Source: an optimization exercise on an open RTL-to-GDS flow (aim: small area, a short achievable clock period and few clock cycles per item). Production flows keep margins and buffers that such runs may drop.

== the previous run ==
Design mult32x32_fast, start of the top module:
module mult32x32_fast (
    input logic clk,
    input logic reset,
    input logic start,
    input logic [31:0] a,
    input logic [31:0] b,
    output logic busy,
    output logic [63:0] product
);
For scale: ~1,800 cells after synthesis, about 130 I/O pins, roughly 18,000 um2 of cells after synthesis.
clock: 10.0 ns
lec_check: 0
cap_margin: 20
core_margin: 2
core_utilization: 40
cts_buf_list: sky130_fd_sc_hd__clkbuf_4 sky130_fd_sc_hd__clkbuf_8
setup_slack_margin: 4.8
slew_margin: 20
synth_hierarchical: 1
synth_minimum_keep_size: 0
tns_end_percent: 0
standard.sh (not shown) runs the stock make flow with config.mk's settings and CLKGATE_MAP_FILE= SYNTH_SCRIPT=/design/flow/synth_recipe.tcl, a recipe that flattens the netlist after the stock synthesis.
==> flow/flow/run.sh <==
#!/bin/bash
# Own layout flow: the standard synthesis and layout (standard.sh), with these changes:
#  - before floorplanning, each combinational cell of the synthesized netlist gets the drive
#    strength its fanout calls for (flow/resize.py): the smallest variant of its footprint for
#    a small fanout, larger ones for large fanouts. Registers are untouched; the layout's repair
#    steps size cells again where slew, capacitance or timing need it;
#  - ports are buffered with buf_2 instead of the default port buffer;
#  - timing repair only sizes cells up and swaps pins (no buffering or cloning), and the
#    repair after global routing is skipped (the repair after clock tree synthesis remains).
# Each tool's output goes to a log file in this folder.
set -euo pipefail
R=orfs/results/sky130hd/mult32x32_fast/base
export BUFFER_PORTS_ARGS="-buffer_cell sky130_fd_sc_hd__buf_2"
export SKIP_INCREMENTAL_REPAIR=1
export SETUP_MOVE_SEQUENCE="sizeup,swap"
bash standard.sh synth > synth.log 2>&1
python3 flow/resize.py "$FLOW_HOME/platforms/sky130hd/lib/sky130_fd_sc_hd__tt_025C_1v80.lib" $R/1_2_yosys.v > resize.log 2>&1
touch $R/1_2_yosys.v
bash standard.sh > layout.log 2>&1
==> flow/flow/resize.py <==
#!/usr/bin/env python3
"""Size the combinational cells of the synthesized netlist by the fanout they drive:
each cell gets the variant of its footprint (same function and pins) whose drive suits its
fanout: the smallest for a fanout up to FO1, drive 2 up to FO2, else drive 4.
Flip-flops, latches and tie cells are left as synthesis made them. The layout's own repair
steps size cells again where slew, capacitance or timing need it.
usage: resize.py LIBERTY NETLIST [FO1 FO2]"""
import re, sys, collections
lib, path = sys.argv[1], sys.argv[2]
FO1 = int(sys.argv[3]) if len(sys.argv) > 3 else 5
FO2 = int(sys.argv[4]) if len(sys.argv) > 4 else 12
area, foot, seq, outs = {}, {}, set(), collections.defaultdict(set)
cur = None; pin = None
for line in open(lib):
    m = re.search(r'^\s*cell\s*\(\s*"?(sky130_fd_sc_hd__\w+)"?\s*\)', line)
    if m:
        cur = m.group(1); pin = None; continue
    if cur is None:
        continue
    m = re.search(r'^\s*area\s*:\s*([\d.]+)', line)
    if m: area[cur] = float(m.group(1))
    m = re.search(r'cell_footprint\s*:\s*"([^"]+)"', line)
    if m: foot[cur] = m.group(1)
    if re.search(r'^\s*(ff|latch|statetable)\s*\(', line): seq.add(cur)
    m = re.search(r'^\s*pin\s*\(\s*"?(\w+)"?\s*\)', line)
    if m: pin = m.group(1)
    if pin and re.search(r'direction\s*:\s*"?output', line): outs[cur].add(pin)
fam = collections.defaultdict(list)
for c, f in foot.items():
    if c in seq or "lpflow" in c or "probe" in c or c not in area:
        continue
    fam[f].append(c)
def strength(c):
    m = re.search(r'_(\d+)$', c)
    return int(m.group(1)) if m else 1
for f in fam:
    fam[f].sort(key=lambda c: (strength(c), area[c]))
text = open(path).read()
inst_re = re.compile(r'^(\s*)(sky130_fd_sc_hd__\w+)(\s+)(\S+)(\s*\((.*?)\);)', re.M | re.S)
insts = []
fanout = collections.Counter()
for m in inst_re.finditer(text):
    cell = m.group(2)
    conns = re.findall(r'\.(\w+)\(([^()]*)\)', m.group(6))
    o = [n.strip() for p, n in conns if p in outs.get(cell, ())]
    for p, n in conns:
        if p not in outs.get(cell, ()):
            fanout[n.strip()] += 1
    insts.append((m.start(2), m.end(2), cell, o))
out = []
last = 0
changes = collections.Counter()
for s, e, cell, o in insts:
    new = cell
    if cell not in seq and cell in foot and "conb" not in cell and foot[cell] in fam:
        fo = max([fanout[n] for n in o] + [0])
        want = 0 if fo <= FO1 else (2 if fo <= FO2 else 4)
        vs = fam[foot[cell]]
        ok = [v for v in vs if strength(v) >= want] or [vs[-1]]
        # the smallest area that gives the drive; among equal areas the strongest
        new = min(ok, key=lambda v: (area[v], -strength(v)))
    out.append(text[last:s]); out.append(new); last = e
    if new != cell: changes[(cell, new)] += 1
out.append(text[last:])
open(path, "w").write("".join(out))
for (a, b), n in sorted(changes.items()):
    print(f"{a} -> {b}: {n}")
The previous run reached the final stage; the timing, DRC and antenna checks on its layout passed.
Relative to the previous run, the following input files were edited for the current run:
- putting GPL_ROUTABILITY_DRIVEN at 0 where nothing was set
--- a/flow/flow/run.sh
+++ b/flow/flow/run.sh
@@ -17 +17 @@
-python3 flow/resize.py "$FLOW_HOME/platforms/sky130hd/lib/sky130_fd_sc_hd__tt_025C_1v80.lib" $R/1_2_yosys.v > resize.log 2>&1
+python3 flow/resize.py "$FLOW_HOME/platforms/sky130hd/lib/sky130_fd_sc_hd__tt_025C_1v80.lib" $R/1_2_yosys.v 5 12 '(one|two|neg)[0-9]+_[0-9]+' > resize.log 2>&1
--- a/flow/flow/resize.py
+++ b/flow/flow/resize.py
@@ -7 +7,2 @@
-usage: resize.py LIBERTY NETLIST [FO1 FO2]"""
+Cells driving a net whose name matches STRONG (a regular expression) get drive 4.
+usage: resize.py LIBERTY NETLIST [FO1 FO2 [STRONG]]"""
@@ -11,0 +13 @@
+STRONG = re.compile(sys.argv[5]) if len(sys.argv) > 5 else None
@@ -57,0 +60,2 @@
+        if STRONG and any(STRONG.fullmatch(n) for n in o):
+            want = 4
Comparing the previous run and the current run, the lower first-iteration DRC count was measured on the previous run. The current run vs the previous run: post-layout minimum cycle time up. On post-placement setup slack, the previous run beats the current run. The current run reports its worst-path cell with the longest stage delay as sky130_fd_sc_hd__nor2_4 while the previous run reports sky130_fd_sc_hd__o21ai_2. In the metrics for the previous run and the current run, the one carrying the higher worst setup slack is the previous run. Hold slack: the previous run and the current run compared, lower one is the previous run. Pin count of the biggest net entering global routing sits higher in the current run than in the previous run. Any difference in number of standard cells in the layout, taps in and fillers out between the previous run and the current run is small enough to ignore.
Function was not checked in any run of this note: the RTL went through the layout flow alone.

==> static timing again, ports no longer ideal <==
The results above use ideal ports. As a check the final layouts listed here were re-extracted and re-timed, cells and wires unchanged.
Step 1 assumes that a clkbuf_16 drives the clock port and a buf_2 every other input.
Step 2 times the ports against the registers' clock, not the clock port: input delays grow and output delays shrink by t, the midpoint of the rising clock arrivals with the driver on.
Slacks: ideal / step 1 / step 2; pairs: ideal / step 1.
run	t (ns)	setup WS [ns]	hold WS [ns]	worst slew at a driven data input, ns	pins driven straight from the clock port
the previous run	0.520	4.451 / 4.465 / 3.945	0.666 / 0.666 / 0.666	0.07	1
the current run	0.504	3.919 / 3.935 / 3.431	0.715 / 0.715 / 0.715	0.08	1
After both steps setup and hold are still met in every run listed. For the previous run, which loses most, drivers alone change the setup slack by +0.014 ns; drivers and shift together by -0.506 ns.
